This is an optimization exercise on Yosys and OpenROAD, whose aim is small area, not a production implementation. RTL that was checked went through simulation tests only; none was proved equivalent to the original.

==> build 29 <==
==> flow/design.v (excerpt) <==
module syntropy_core (
    input wire clk,
    input wire rst_n,
    input wire [15:0] voltage_drift,
    input wire [15:0] packet_loss,
    input wire [15:0] temp_variance,
    input wire [15:0] phase_jitter,
    input wire [15:0] threshold,
    input wire enable_learning,
    input wire mesh_broadcast_en,
    output wire stable,
    output reg [15:0] flux_value,
    output reg [15:0] correction_vector,
    output reg [15:0] optimized_params,
    output wire learning_active,
    output wire mesh_broadcast_req,
    input wire [15:0] mesh_flux_in,
    input wire [15:0] mesh_correction_in,
    input wire mesh_valid_in,
    output reg [15:0] mesh_flux_out,
    output reg [15:0] mesh_correction_out,
    output wire mesh_valid_out,
    output wire [7:0] iteration_count,
    output wire [3:0] state,
    output wire error_flag
);
clock: 13.0 ns
lec_check: 0
cap_margin: 20
core_margin: 2
core_utilization: 40
cts_buf_list: sky130_fd_sc_hd__clkbuf_8
gpl_timing_driven: 0
setup_slack_margin: -0.2
slew_margin: 20
synth_hierarchical: 1
standard.sh (not shown) runs the stock make flow with config.mk's settings and CLKGATE_MAP_FILE= SYNTH_SCRIPT=/design/flow/synth_recipe.tcl, a recipe that flattens the netlist after the stock synthesis.
==> flow/flow/run.sh <==
#!/bin/bash
set -euo pipefail
bash standard.sh synth > synth.log 2>&1
bash standard.sh \
  'BUFFER_PORTS_ARGS=-buffer_cell sky130_fd_sc_hd__buf_1' \
  'CTS_ARGS=-sink_clustering_enable -repair_clock_nets -buf_list sky130_fd_sc_hd__clkbuf_8 -dont_use_dummy_load' \
  finish > layout.log 2>&1
==> trial 93 (differences from build 29) <==
--- a/flow/design.v
+++ b/flow/design.v
@@ -198,22 +198,22 @@
             default: ceil25 = 5'd0;
         endcase
     endfunction
     wire sw_w1 = ~voltage_drift[1];
     wire sw_w2 = voltage_drift[1];
-    wire sw_w3, sw_w4;
-    fa sw_fa4 (.a(voltage_drift[2]), .b(packet_loss[2]), .c(1'b1), .s(sw_w3), .co(sw_w4));
-    wire sw_w5, sw_w6;
-    fa sw_fa6 (.a(voltage_drift[3]), .b(packet_loss[3]), .c(1'b1), .s(sw_w5), .co(sw_w6));
-    wire sw_w7, sw_w8;
-    fa sw_fa8 (.a(voltage_drift[4]), .b(packet_loss[4]), .c(1'b1), .s(sw_w7), .co(sw_w8));
-    wire sw_w9, sw_w10;
-    fa sw_fa10 (.a(voltage_drift[5]), .b(packet_loss[5]), .c(1'b1), .s(sw_w9), .co(sw_w10));
-    wire sw_w11, sw_w12;
-    fa sw_fa12 (.a(voltage_drift[6]), .b(packet_loss[6]), .c(1'b1), .s(sw_w11), .co(sw_w12));
-    wire sw_w13, sw_w14;
-    fa sw_fa14 (.a(voltage_drift[7]), .b(packet_loss[7]), .c(1'b1), .s(sw_w13), .co(sw_w14));
+    wire sw_w3 = ~(voltage_drift[2] ^ packet_loss[2]);
+    wire sw_w4 = voltage_drift[2] | packet_loss[2];
+    wire sw_w5 = ~(voltage_drift[3] ^ packet_loss[3]);
+    wire sw_w6 = voltage_drift[3] | packet_loss[3];
+    wire sw_w7 = ~(voltage_drift[4] ^ packet_loss[4]);
+    wire sw_w8 = voltage_drift[4] | packet_loss[4];
+    wire sw_w9 = ~(voltage_drift[5] ^ packet_loss[5]);
+    wire sw_w10 = voltage_drift[5] | packet_loss[5];
+    wire sw_w11 = ~(voltage_drift[6] ^ packet_loss[6]);
+    wire sw_w12 = voltage_drift[6] | packet_loss[6];
+    wire sw_w13 = ~(voltage_drift[7] ^ packet_loss[7]);
+    wire sw_w14 = voltage_drift[7] | packet_loss[7];
     wire sw_w15, sw_w16;
     ha sw_ha16 (.a(voltage_drift[0]), .b(packet_loss[0]), .s(sw_w15), .co(sw_w16));
     wire sw_w17, sw_w18;
     fa sw_fa18 (.a(packet_loss[1]), .b(phase_jitter[1]), .c(temp_variance[9]), .s(sw_w17), .co(sw_w18));
     wire sw_w19, sw_w20;
@@ -228,24 +228,24 @@
     fa sw_fa28 (.a(phase_jitter[6]), .b(temp_variance[14]), .c(sw_w11), .s(sw_w27), .co(sw_w28));
     wire sw_w29, sw_w30;
     fa sw_fa30 (.a(phase_jitter[7]), .b(temp_variance[15]), .c(sw_w13), .s(sw_w29), .co(sw_w30));
     wire sw_w31, sw_w32;
     fa sw_fa32 (.a(voltage_drift[8]), .b(packet_loss[8]), .c(phase_jitter[8]), .s(sw_w31), .co(sw_w32));
-    wire sw_w33, sw_w34;
-    fa sw_fa34 (.a(voltage_drift[9]), .b(packet_loss[9]), .c(1'b1), .s(sw_w33), .co(sw_w34));
-    wire sw_w35, sw_w36;
-    fa sw_fa36 (.a(voltage_drift[10]), .b(packet_loss[10]), .c(1'b1), .s(sw_w35), .co(sw_w36));
-    wire sw_w37, sw_w38;
-    fa sw_fa38 (.a(voltage_drift[11]), .b(packet_loss[11]), .c(1'b1), .s(sw_w37), .co(sw_w38));
-    wire sw_w39, sw_w40;
-    fa sw_fa40 (.a(voltage_drift[12]), .b(packet_loss[12]), .c(1'b1), .s(sw_w39), .co(sw_w40));
-    wire sw_w41, sw_w42;
-    fa sw_fa42 (.a(voltage_drift[13]), .b(packet_loss[13]), .c(1'b1), .s(sw_w41), .co(sw_w42));
-    wire sw_w43, sw_w44;
-    fa sw_fa44 (.a(voltage_drift[14]), .b(packet_loss[14]), .c(1'b1), .s(sw_w43), .co(sw_w44));
-    wire sw_w45, sw_w46;
-    fa sw_fa46 (.a(voltage_drift[15]), .b(packet_loss[15]), .c(1'b1), .s(sw_w45), .co(sw_w46));
+    wire sw_w33 = ~(voltage_drift[9] ^ packet_loss[9]);
+    wire sw_w34 = voltage_drift[9] | packet_loss[9];
+    wire sw_w35 = ~(voltage_drift[10] ^ packet_loss[10]);
+    wire sw_w36 = voltage_drift[10] | packet_loss[10];
+    wire sw_w37 = ~(voltage_drift[11] ^ packet_loss[11]);
+    wire sw_w38 = voltage_drift[11] | packet_loss[11];
+    wire sw_w39 = ~(voltage_drift[12] ^ packet_loss[12]);
+    wire sw_w40 = voltage_drift[12] | packet_loss[12];
+    wire sw_w41 = ~(voltage_drift[13] ^ packet_loss[13]);
+    wire sw_w42 = voltage_drift[13] | packet_loss[13];
+    wire sw_w43 = ~(voltage_drift[14] ^ packet_loss[14]);
+    wire sw_w44 = voltage_drift[14] | packet_loss[14];
+    wire sw_w45 = ~(voltage_drift[15] ^ packet_loss[15]);
+    wire sw_w46 = voltage_drift[15] | packet_loss[15];
     wire sw_w47, sw_w48;
     ha sw_ha48 (.a(phase_jitter[0]), .b(temp_variance[8]), .s(sw_w47), .co(sw_w48));
     wire sw_w49, sw_w50;
     fa sw_fa50 (.a(sw_w1), .b(sw_w17), .c(sw_w16), .s(sw_w49), .co(sw_w50));
     wire sw_w51, sw_w52;
@@ -274,12 +274,12 @@
     fa sw_fa74 (.a(phase_jitter[13]), .b(sw_w41), .c(sw_w40), .s(sw_w73), .co(sw_w74));
     wire sw_w75, sw_w76;
     fa sw_fa76 (.a(phase_jitter[14]), .b(sw_w43), .c(sw_w42), .s(sw_w75), .co(sw_w76));
     wire sw_w77, sw_w78;
     fa sw_fa78 (.a(phase_jitter[15]), .b(sw_w45), .c(sw_w44), .s(sw_w77), .co(sw_w78));
-    wire sw_w79, sw_w80;
-    fa sw_fa80 (.a(sw_w15), .b(sw_w47), .c(1'b1), .s(sw_w79), .co(sw_w80));
+    wire sw_w79 = ~(sw_w15 ^ sw_w47);
+    wire sw_w80 = sw_w15 | sw_w47;
     wire sw_w81, sw_w82;
     fa sw_fa82 (.a(sw_w49), .b(sw_w48), .c(sw_w80), .s(sw_w81), .co(sw_w82));
     wire sw_w83, sw_w84;
     fa sw_fa84 (.a(sw_w51), .b(sw_w50), .c(sw_w82), .s(sw_w83), .co(sw_w84));
     wire sw_w85, sw_w86;
@@ -308,12 +308,12 @@
     fa sw_fa108 (.a(sw_w75), .b(sw_w74), .c(sw_w106), .s(sw_w107), .co(sw_w108));
     wire sw_w109, sw_w110;
     fa sw_fa110 (.a(sw_w77), .b(sw_w76), .c(sw_w108), .s(sw_w109), .co(sw_w110));
     wire [15:0] nfc = {sw_w109, sw_w107, sw_w105, sw_w103, sw_w101, sw_w99, sw_w97, sw_w95, sw_w93, sw_w91, sw_w89, sw_w87, sw_w85, sw_w83, sw_w81, sw_w79};
     wire [15:0] flux_calc = ~nfc;
-    wire ev_w1, ev_w2;
-    fa ev_fa2 (.a(thr[0]), .b(nfc[0]), .c(1'b1), .s(ev_w1), .co(ev_w2));
+    wire ev_w1 = ~(thr[0] ^ nfc[0]);
+    wire ev_w2 = thr[0] | nfc[0];
     wire ev_w3, ev_w4;
     fa ev_fa4 (.a(thr[1]), .b(nfc[1]), .c(ev_w2), .s(ev_w3), .co(ev_w4));
     wire ev_w5, ev_w6;
     fa ev_fa6 (.a(thr[2]), .b(nfc[2]), .c(ev_w4), .s(ev_w5), .co(ev_w6));
     wire ev_w7, ev_w8;
@@ -421,12 +421,12 @@
     wire nx_w61, nx_w62;
     fa nx_fa62 (.a(nx_w29), .b(nx_w28), .c(nx_w60), .s(nx_w61), .co(nx_w62));
     wire [15:0] nx = {nx_w61, nx_w59, nx_w57, nx_w55, nx_w53, nx_w51, nx_w49, nx_w47, nx_w45, nx_w43, nx_w41, nx_w39, nx_w37, nx_w35, nx_w33, nx_w31};
     wire [15:0] nf = lflag ? nx : ~flux_value;               
     wire [15:0] f = ~nf;
-    wire er_w1, er_w2;
-    fa er_fa2 (.a(thr[0]), .b(nf[0]), .c(1'b1), .s(er_w1), .co(er_w2));
+    wire er_w1 = ~(thr[0] ^ nf[0]);
+    wire er_w2 = thr[0] | nf[0];
     wire er_w3, er_w4;
     fa er_fa4 (.a(thr[1]), .b(nf[1]), .c(er_w2), .s(er_w3), .co(er_w4));
     wire er_w5, er_w6;
     fa er_fa6 (.a(thr[2]), .b(nf[2]), .c(er_w4), .s(er_w5), .co(er_w6));
     wire er_w7, er_w8;
@@ -540,12 +540,12 @@
     wire pu_w25, pu_w26;
     ha pu_ha26 (.a(p[12]), .b(y[12]), .s(pu_w25), .co(pu_w26));
     wire pu_w27, pu_w28;
     ha pu_ha28 (.a(p[13]), .b(y[13]), .s(pu_w27), .co(pu_w28));
     wire pu_w29 = ~y[14];
-    wire pu_w30, pu_w31;
-    fa pu_fa31 (.a(p[14]), .b(pu_w29), .c(1'b1), .s(pu_w30), .co(pu_w31));
+    wire pu_w30 = ~(p[14] ^ pu_w29);
+    wire pu_w31 = p[14] | pu_w29;
     wire pu_w32 = ~p[15];
     wire pu_w33 = p[15];
     wire pu_w34, pu_w35;
     ha pu_ha35 (.a(cb[0]), .b(pu_w1), .s(pu_w34), .co(pu_w35));
     wire pu_w36, pu_w37;
@@ -610,23 +610,20 @@
     wire ql_w11, ql_w12;
     fa ql_fa12 (.a(qn[5]), .b(y[13]), .c(ql_w10), .s(ql_w11), .co(ql_w12));
     wire ql_w13, ql_w14;
     fa ql_fa14 (.a(qn[6]), .b(y[14]), .c(ql_w12), .s(ql_w13), .co(ql_w14));
     wire [7:0] ql = {ql_w14, ql_w13, ql_w11, ql_w9, ql_w7, ql_w5, ql_w3, ql_w1};
+    wire qinc = (qn[7] ^ ql[7]) ? ~y[14] : (qn[7] & y[14]);
+    wire qdec = ~qn[7] & ~ql[7] & y[14];
     wire [8:0] qh = q[15:7];
-    reg  [8:0] qh1, qh0;
+    reg  [8:0] qh_new;
     integer k;
     always @* begin
-        for (k = 0; k < 9; k = k + 1) begin
-            qh1[k] = qh[k] ^ (~(qn[7] ^ y[14]) &
-                              ((qh & ((9'd1 << k) - 9'd1)) == ((9'd1 << k) - 9'd1)));
-            qh0[k] = qh[k] ^ ((qn[7] & ~y[14] &
-                               ((qh & ((9'd1 << k) - 9'd1)) == ((9'd1 << k) - 9'd1))) |
-                              (~qn[7] & y[14] & ((qh & ((9'd1 << k) - 9'd1)) == 9'd0)));
-        end
+        for (k = 0; k < 9; k = k + 1)
+            qh_new[k] = qh[k] ^ ((qinc & ((qh & ((9'd1 << k) - 9'd1)) == ((9'd1 << k) - 9'd1))) |
+                                 (qdec & ((qh & ((9'd1 << k) - 9'd1)) == 9'd0)));
     end
-    wire [8:0] qh_new = ql[7] ? qh1 : qh0;
     wire [15:0] qu = {qh_new, ql[6:0]};
     wire ovf = flux_calc[15] | pu[15] | qu[15];
     always @(posedge clk) begin
         thr <= threshold;
         len <= enable_learning;
==> flow/flow/run.sh (replaced) <==
#!/bin/bash
set -euo pipefail
bash standard.sh synth > synth.log 2>&1
bash standard.sh 'BUFFER_PORTS_ARGS=-buffer_cell sky130_fd_sc_hd__buf_1' finish > layout.log 2>&1
GPL_TIMING_DRIVEN = not set   (was 0)
SETUP_SLACK_MARGIN = not set   (was -0.2)
==> qor summary <==
Wire length of the first global-routing pass: build 29 38.3 mm; trial 93 38.1 mm
Least setup slack across all paths after layout: build 29 0.170 ns; trial 93 0.363 ns
Critical Path Fanout Max: build 29 3; trial 93 4
Final critical-path share of the clock period: build 29 0.987; trial 93 0.972
Final cell utilization of the core: build 29 0.474; trial 93 0.492
Non-Clock Inverter Count: build 29 42; trial 93 110
Area of the core: build 29 24100 sq um; trial 93 24200 sq um
Simple logic cell fraction of the synthesized area: build 29 0.0991; trial 93 0.0919
Post-layout instance area: build 29 11400 sq um; trial 93 11900 sq um
Area share of the largest cell type after synthesis: build 29 0.324; trial 93 0.317
CP bufs+invs: build 29 1; trial 93 3
Run status: build 29 timing/DRC/antenna clean; trial 93 timing/DRC/antenna clean
Worst-case register-to-register setup slack: build 29 0.17 ns; trial 93 0.36 ns
Layout Nets: build 29 1358; trial 93 1403

* * *

==> juniper <==
Starting RTL as in the previous note.
clock: 13.0 ns
lec_check: 0
cap_margin: 20
core_margin: 2
core_utilization: 40
cts_buf_list: sky130_fd_sc_hd__clkbuf_8
gpl_routability_driven: 0
gpl_timing_driven: 0
setup_slack_margin: -0.2
slew_margin: 20
synth_hierarchical: 1
==> flow/flow/run.sh <==
#!/bin/bash
set -euo pipefail
bash standard.sh synth > synth.log 2>&1
bash standard.sh \
  'BUFFER_PORTS_ARGS=-buffer_cell sky130_fd_sc_hd__buf_1' \
  'CTS_ARGS=-sink_clustering_enable -repair_clock_nets -buf_list sky130_fd_sc_hd__clkbuf_8 -dont_use_dummy_load' \
  finish > layout.log 2>&1
==> sierra (differences from juniper) <==
--- a/flow/design.v
+++ b/flow/design.v
@@ -198,22 +198,22 @@
             default: ceil25 = 5'd0;
         endcase
     endfunction
     wire sw_w1 = ~voltage_drift[1];
     wire sw_w2 = voltage_drift[1];
-    wire sw_w3, sw_w4;
-    fa sw_fa4 (.a(voltage_drift[2]), .b(packet_loss[2]), .c(1'b1), .s(sw_w3), .co(sw_w4));
-    wire sw_w5, sw_w6;
-    fa sw_fa6 (.a(voltage_drift[3]), .b(packet_loss[3]), .c(1'b1), .s(sw_w5), .co(sw_w6));
-    wire sw_w7, sw_w8;
-    fa sw_fa8 (.a(voltage_drift[4]), .b(packet_loss[4]), .c(1'b1), .s(sw_w7), .co(sw_w8));
-    wire sw_w9, sw_w10;
-    fa sw_fa10 (.a(voltage_drift[5]), .b(packet_loss[5]), .c(1'b1), .s(sw_w9), .co(sw_w10));
-    wire sw_w11, sw_w12;
-    fa sw_fa12 (.a(voltage_drift[6]), .b(packet_loss[6]), .c(1'b1), .s(sw_w11), .co(sw_w12));
-    wire sw_w13, sw_w14;
-    fa sw_fa14 (.a(voltage_drift[7]), .b(packet_loss[7]), .c(1'b1), .s(sw_w13), .co(sw_w14));
+    wire sw_w3 = ~(voltage_drift[2] ^ packet_loss[2]);
+    wire sw_w4 = voltage_drift[2] | packet_loss[2];
+    wire sw_w5 = ~(voltage_drift[3] ^ packet_loss[3]);
+    wire sw_w6 = voltage_drift[3] | packet_loss[3];
+    wire sw_w7 = ~(voltage_drift[4] ^ packet_loss[4]);
+    wire sw_w8 = voltage_drift[4] | packet_loss[4];
+    wire sw_w9 = ~(voltage_drift[5] ^ packet_loss[5]);
+    wire sw_w10 = voltage_drift[5] | packet_loss[5];
+    wire sw_w11 = ~(voltage_drift[6] ^ packet_loss[6]);
+    wire sw_w12 = voltage_drift[6] | packet_loss[6];
+    wire sw_w13 = ~(voltage_drift[7] ^ packet_loss[7]);
+    wire sw_w14 = voltage_drift[7] | packet_loss[7];
     wire sw_w15, sw_w16;
     ha sw_ha16 (.a(voltage_drift[0]), .b(packet_loss[0]), .s(sw_w15), .co(sw_w16));
     wire sw_w17, sw_w18;
     fa sw_fa18 (.a(packet_loss[1]), .b(phase_jitter[1]), .c(temp_variance[9]), .s(sw_w17), .co(sw_w18));
     wire sw_w19, sw_w20;
@@ -228,24 +228,24 @@
     fa sw_fa28 (.a(phase_jitter[6]), .b(temp_variance[14]), .c(sw_w11), .s(sw_w27), .co(sw_w28));
     wire sw_w29, sw_w30;
     fa sw_fa30 (.a(phase_jitter[7]), .b(temp_variance[15]), .c(sw_w13), .s(sw_w29), .co(sw_w30));
     wire sw_w31, sw_w32;
     fa sw_fa32 (.a(voltage_drift[8]), .b(packet_loss[8]), .c(phase_jitter[8]), .s(sw_w31), .co(sw_w32));
-    wire sw_w33, sw_w34;
-    fa sw_fa34 (.a(voltage_drift[9]), .b(packet_loss[9]), .c(1'b1), .s(sw_w33), .co(sw_w34));
-    wire sw_w35, sw_w36;
-    fa sw_fa36 (.a(voltage_drift[10]), .b(packet_loss[10]), .c(1'b1), .s(sw_w35), .co(sw_w36));
-    wire sw_w37, sw_w38;
-    fa sw_fa38 (.a(voltage_drift[11]), .b(packet_loss[11]), .c(1'b1), .s(sw_w37), .co(sw_w38));
-    wire sw_w39, sw_w40;
-    fa sw_fa40 (.a(voltage_drift[12]), .b(packet_loss[12]), .c(1'b1), .s(sw_w39), .co(sw_w40));
-    wire sw_w41, sw_w42;
-    fa sw_fa42 (.a(voltage_drift[13]), .b(packet_loss[13]), .c(1'b1), .s(sw_w41), .co(sw_w42));
-    wire sw_w43, sw_w44;
-    fa sw_fa44 (.a(voltage_drift[14]), .b(packet_loss[14]), .c(1'b1), .s(sw_w43), .co(sw_w44));
-    wire sw_w45, sw_w46;
-    fa sw_fa46 (.a(voltage_drift[15]), .b(packet_loss[15]), .c(1'b1), .s(sw_w45), .co(sw_w46));
+    wire sw_w33 = ~(voltage_drift[9] ^ packet_loss[9]);
+    wire sw_w34 = voltage_drift[9] | packet_loss[9];
+    wire sw_w35 = ~(voltage_drift[10] ^ packet_loss[10]);
+    wire sw_w36 = voltage_drift[10] | packet_loss[10];
+    wire sw_w37 = ~(voltage_drift[11] ^ packet_loss[11]);
+    wire sw_w38 = voltage_drift[11] | packet_loss[11];
+    wire sw_w39 = ~(voltage_drift[12] ^ packet_loss[12]);
+    wire sw_w40 = voltage_drift[12] | packet_loss[12];
+    wire sw_w41 = ~(voltage_drift[13] ^ packet_loss[13]);
+    wire sw_w42 = voltage_drift[13] | packet_loss[13];
+    wire sw_w43 = ~(voltage_drift[14] ^ packet_loss[14]);
+    wire sw_w44 = voltage_drift[14] | packet_loss[14];
+    wire sw_w45 = ~(voltage_drift[15] ^ packet_loss[15]);
+    wire sw_w46 = voltage_drift[15] | packet_loss[15];
     wire sw_w47, sw_w48;
     ha sw_ha48 (.a(phase_jitter[0]), .b(temp_variance[8]), .s(sw_w47), .co(sw_w48));
     wire sw_w49, sw_w50;
     fa sw_fa50 (.a(sw_w1), .b(sw_w17), .c(sw_w16), .s(sw_w49), .co(sw_w50));
     wire sw_w51, sw_w52;
@@ -274,12 +274,12 @@
     fa sw_fa74 (.a(phase_jitter[13]), .b(sw_w41), .c(sw_w40), .s(sw_w73), .co(sw_w74));
     wire sw_w75, sw_w76;
     fa sw_fa76 (.a(phase_jitter[14]), .b(sw_w43), .c(sw_w42), .s(sw_w75), .co(sw_w76));
     wire sw_w77, sw_w78;
     fa sw_fa78 (.a(phase_jitter[15]), .b(sw_w45), .c(sw_w44), .s(sw_w77), .co(sw_w78));
-    wire sw_w79, sw_w80;
-    fa sw_fa80 (.a(sw_w15), .b(sw_w47), .c(1'b1), .s(sw_w79), .co(sw_w80));
+    wire sw_w79 = ~(sw_w15 ^ sw_w47);
+    wire sw_w80 = sw_w15 | sw_w47;
     wire sw_w81, sw_w82;
     fa sw_fa82 (.a(sw_w49), .b(sw_w48), .c(sw_w80), .s(sw_w81), .co(sw_w82));
     wire sw_w83, sw_w84;
     fa sw_fa84 (.a(sw_w51), .b(sw_w50), .c(sw_w82), .s(sw_w83), .co(sw_w84));
     wire sw_w85, sw_w86;
@@ -308,12 +308,12 @@
     fa sw_fa108 (.a(sw_w75), .b(sw_w74), .c(sw_w106), .s(sw_w107), .co(sw_w108));
     wire sw_w109, sw_w110;
     fa sw_fa110 (.a(sw_w77), .b(sw_w76), .c(sw_w108), .s(sw_w109), .co(sw_w110));
     wire [15:0] nfc = {sw_w109, sw_w107, sw_w105, sw_w103, sw_w101, sw_w99, sw_w97, sw_w95, sw_w93, sw_w91, sw_w89, sw_w87, sw_w85, sw_w83, sw_w81, sw_w79};
     wire [15:0] flux_calc = ~nfc;
-    wire ev_w1, ev_w2;
-    fa ev_fa2 (.a(thr[0]), .b(nfc[0]), .c(1'b1), .s(ev_w1), .co(ev_w2));
+    wire ev_w1 = ~(thr[0] ^ nfc[0]);
+    wire ev_w2 = thr[0] | nfc[0];
     wire ev_w3, ev_w4;
     fa ev_fa4 (.a(thr[1]), .b(nfc[1]), .c(ev_w2), .s(ev_w3), .co(ev_w4));
     wire ev_w5, ev_w6;
     fa ev_fa6 (.a(thr[2]), .b(nfc[2]), .c(ev_w4), .s(ev_w5), .co(ev_w6));
     wire ev_w7, ev_w8;
@@ -355,11 +355,11 @@
             assign qhm1[gi] = q[8 + gi] ^ qhb[gi];
             assign qhb[gi + 1] = qhb[gi] & ~q[8 + gi];
         end
     endgenerate
     wire qhz = qhb[8];                                      
-    wire [15:0] qx = fin ? q : {7'h7f, ~qhz, qhm1};
+    wire [15:0] qx = fin ? q : {7'h7f, ~qhz, qhz ? 8'hff : qhm1};
     wire nx_w1, nx_w2;
     ha nx_ha2 (.a(p[1]), .b(p[0]), .s(nx_w1), .co(nx_w2));
     wire nx_w3, nx_w4;
     fa nx_fa4 (.a(p[2]), .b(p[1]), .c(qx[2]), .s(nx_w3), .co(nx_w4));
     wire nx_w5, nx_w6;
@@ -421,12 +421,12 @@
     wire nx_w61, nx_w62;
     fa nx_fa62 (.a(nx_w29), .b(nx_w28), .c(nx_w60), .s(nx_w61), .co(nx_w62));
     wire [15:0] nx = {nx_w61, nx_w59, nx_w57, nx_w55, nx_w53, nx_w51, nx_w49, nx_w47, nx_w45, nx_w43, nx_w41, nx_w39, nx_w37, nx_w35, nx_w33, nx_w31};
     wire [15:0] nf = lflag ? nx : ~flux_value;               
     wire [15:0] f = ~nf;
-    wire er_w1, er_w2;
-    fa er_fa2 (.a(thr[0]), .b(nf[0]), .c(1'b1), .s(er_w1), .co(er_w2));
+    wire er_w1 = ~(thr[0] ^ nf[0]);
+    wire er_w2 = thr[0] | nf[0];
     wire er_w3, er_w4;
     fa er_fa4 (.a(thr[1]), .b(nf[1]), .c(er_w2), .s(er_w3), .co(er_w4));
     wire er_w5, er_w6;
     fa er_fa6 (.a(thr[2]), .b(nf[2]), .c(er_w4), .s(er_w5), .co(er_w6));
     wire er_w7, er_w8;
@@ -540,12 +540,12 @@
     wire pu_w25, pu_w26;
     ha pu_ha26 (.a(p[12]), .b(y[12]), .s(pu_w25), .co(pu_w26));
     wire pu_w27, pu_w28;
     ha pu_ha28 (.a(p[13]), .b(y[13]), .s(pu_w27), .co(pu_w28));
     wire pu_w29 = ~y[14];
-    wire pu_w30, pu_w31;
-    fa pu_fa31 (.a(p[14]), .b(pu_w29), .c(1'b1), .s(pu_w30), .co(pu_w31));
+    wire pu_w30 = ~(p[14] ^ pu_w29);
+    wire pu_w31 = p[14] | pu_w29;
     wire pu_w32 = ~p[15];
     wire pu_w33 = p[15];
     wire pu_w34, pu_w35;
     ha pu_ha35 (.a(cb[0]), .b(pu_w1), .s(pu_w34), .co(pu_w35));
     wire pu_w36, pu_w37;
@@ -610,23 +610,20 @@
     wire ql_w11, ql_w12;
     fa ql_fa12 (.a(qn[5]), .b(y[13]), .c(ql_w10), .s(ql_w11), .co(ql_w12));
     wire ql_w13, ql_w14;
     fa ql_fa14 (.a(qn[6]), .b(y[14]), .c(ql_w12), .s(ql_w13), .co(ql_w14));
     wire [7:0] ql = {ql_w14, ql_w13, ql_w11, ql_w9, ql_w7, ql_w5, ql_w3, ql_w1};
+    wire qinc = (qn[7] ^ ql[7]) ? ~y[14] : (qn[7] & y[14]);
+    wire qdec = ~qn[7] & ~ql[7] & y[14];
     wire [8:0] qh = q[15:7];
-    reg  [8:0] qh1, qh0;
+    reg  [8:0] qh_new;
     integer k;
     always @* begin
-        for (k = 0; k < 9; k = k + 1) begin
-            qh1[k] = qh[k] ^ (~(qn[7] ^ y[14]) &
-                              ((qh & ((9'd1 << k) - 9'd1)) == ((9'd1 << k) - 9'd1)));
-            qh0[k] = qh[k] ^ ((qn[7] & ~y[14] &
-                               ((qh & ((9'd1 << k) - 9'd1)) == ((9'd1 << k) - 9'd1))) |
-                              (~qn[7] & y[14] & ((qh & ((9'd1 << k) - 9'd1)) == 9'd0)));
-        end
+        for (k = 0; k < 9; k = k + 1)
+            qh_new[k] = qh[k] ^ ((qinc & ((qh & ((9'd1 << k) - 9'd1)) == ((9'd1 << k) - 9'd1))) |
+                                 (qdec & ((qh & ((9'd1 << k) - 9'd1)) == 9'd0)));
     end
-    wire [8:0] qh_new = ql[7] ? qh1 : qh0;
     wire [15:0] qu = {qh_new, ql[6:0]};
     wire ovf = flux_calc[15] | pu[15] | qu[15];
     always @(posedge clk) begin
         thr <= threshold;
         len <= enable_learning;
==> flow/flow/run.sh (replaced) <==
#!/bin/bash
set -euo pipefail
bash standard.sh synth > synth.log 2>&1
bash standard.sh 'BUFFER_PORTS_ARGS=-buffer_cell sky130_fd_sc_hd__buf_1' finish > layout.log 2>&1
==> flow/config.mk (replaced) <==
export PLATFORM = sky130hd
export DESIGN_NAME = syntropy_core
export DESIGN_NICKNAME = syntropy_core
export VERILOG_FILES = /design/flow/design.v
export SDC_FILE = /design/flow/constraint.sdc
export NUM_CORES = 4
export LEC_CHECK = 0
export CAP_MARGIN = 20
export CORE_MARGIN = 2
export CORE_UTILIZATION = 40
export SLEW_MARGIN = 20
export SYNTH_HIERARCHICAL = 1
==> maple (differences from juniper) <==
==> flow/flow/run.sh (replaced) <==
#!/bin/bash
set -euo pipefail
bash standard.sh synth > synth.log 2>&1
bash standard.sh \
  'BUFFER_PORTS_ARGS=-buffer_cell sky130_fd_sc_hd__buf_1' \
  'CTS_ARGS=-sink_clustering_enable -repair_clock_nets -buf_list sky130_fd_sc_hd__clkbuf_8 -dont_use_dummy_load' \
  'RECOVER_POWER=50' \
  finish > layout.log 2>&1
--- a/flow/config.mk
+++ b/flow/config.mk
@@ -7,10 +7,8 @@
 export LEC_CHECK = 0
 export CAP_MARGIN = 20
 export CORE_MARGIN = 2
 export CORE_UTILIZATION = 40
 export CTS_BUF_LIST = sky130_fd_sc_hd__clkbuf_8
-export GPL_ROUTABILITY_DRIVEN = 0
 export GPL_TIMING_DRIVEN = 0
-export SETUP_SLACK_MARGIN = -0.2
 export SLEW_MARGIN = 20
 export SYNTH_HIERARCHICAL = 1
==> fjord (differences from juniper) <==
==> flow/config.mk (replaced) <==
export PLATFORM = sky130hd
export DESIGN_NAME = syntropy_core
export DESIGN_NICKNAME = syntropy_core
export VERILOG_FILES = /design/flow/design.v
export SDC_FILE = /design/flow/constraint.sdc
export NUM_CORES = 4
export LEC_CHECK = 0
export CAP_MARGIN = 20
export CORE_MARGIN = 2
export CORE_UTILIZATION = 55
export CTS_BUF_LIST = sky130_fd_sc_hd__clkbuf_8
export GPL_TIMING_DRIVEN = 0
export SLEW_MARGIN = 20
export SYNTH_HIERARCHICAL = 1
==> flow_metrics.tcl <==
set metrics [dict create \
    dieArea_um2 25600 \
    dr.pass1.iters 6 \
    netlist.area_leader.share 0.324 \
    worstPathRequired_ns 13.33 \
    layout_min_cycle_time_ns 12.79 \
    met3_length_um 1360 \
    ys_types 57 \
    n_all_buffers 246 \
    slew_headroom 0.578 \
    inverters 42 \
    drt-initial-drc-count 517 \
    wl_per_cell_um 17.4 \
    status "timing/DRC/antenna clean" \
    ys_top_cells_by_count "fa_1 (158), dfrtp_1 (124), nand2_1 (94), a21oi_1 (64), nor2_1 (62)" \
    multi_input_area_share 0.531 \
]
the above is filed under juniper

==> flow_metrics.tcl <==
set metrics [dict create \
    wl_per_cell_um 17.4 \
    multi_input_area_share 0.536 \
    dieArea_um2 25600 \
    drt-initial-drc-count 502 \
    so.violations "max-capacitance violations, max-slew violations" \
    ys_types 57 \
    layout_min_cycle_time_ns 12.68 \
    dr.pass1.iters 6 \
    slew_headroom -0.0961 \
    inverters 42 \
    worstPathRequired_ns 13.32 \
    netlist.area_leader.share 0.324 \
    status "complete, but fails checks" \
    n_all_buffers 243 \
    max_cap_violations 4 \
    slew_viol_final 91 \
]
the above is filed under maple

==> flow_metrics.tcl <==
set metrics [dict create \
    multi_input_area_share 0.541 \
    layout_min_cycle_time_ns 12.71 \
    wl_per_cell_um 18.5 \
    dieArea_um2 18800 \
    ys_types 57 \
    netlist.area_leader.share 0.324 \
    dr.pass1.iters 8 \
    status "timing/DRC/antenna clean" \
    slew_headroom 0.567 \
    inverters 42 \
    ys_top_cells_by_count "fa_1 (158), dfrtp_1 (124), nand2_1 (94), a21oi_1 (64), nor2_1 (62)" \
    worstPathRequired_ns 13.32 \
]
the above is filed under fjord

==> flow_metrics.tcl <==
set metrics [dict create \
    status "complete, but fails checks" \
    so.violations "negative setup slack" \
    ys_top_cells_by_count "fa_1 (141), nand2_1 (129), dfrtp_1 (124), inv_1 (95), ha_1 (49)" \
    worstPathRequired_ns 13.36 \
    wl_per_cell_um 16.4 \
    netlist.area_leader.share 0.311 \
    dieArea_um2 26200 \
    ys_types 60 \
    met3_length_um 957 \
    fin_ws_ns -0.474 \
    inverters 96 \
    setup_viol 10 \
]
the above is filed under sierra

No functional check of the RTL was part of sierra.

-- afterwards: timing with drivers on the ports --
How much do the figures lean on ideal ports? The routed layouts below were timed once more, with nothing changed but the port constraints. Step 1: set_driving_cell puts a clkbuf_16 on clk and a buf_2 on each other input, an assumption about the parent block. Step 2 also shifts input and output timing later by t, the mid clock arrival at the registers, as if the neighbouring blocks saw the same clock. a / b / c = ideal / step 1 / step 2; a / b = the first two.
| run | shift t [ns] | slack for setup (ns) | worst slew at a driven data input, ns |
|---|---|---|---|
| build 29 | 0.479 | 0.170 / 0.170 / 0.170 | 0.06 |
| trial 93 | 0.490 | 0.363 / 0.363 / 0.363 | 0.06 |
| juniper | 0.486 | 0.208 / 0.208 / 0.208 | 0.06 |
| sierra | 0.475 | -0.474 / -0.474 / -0.474 | 0.06 |
| maple | 0.476 | 0.320 / 0.320 / 0.320 | 0.06 |
| fjord | 0.479 | 0.292 / 0.292 / 0.292 | 0.06 |
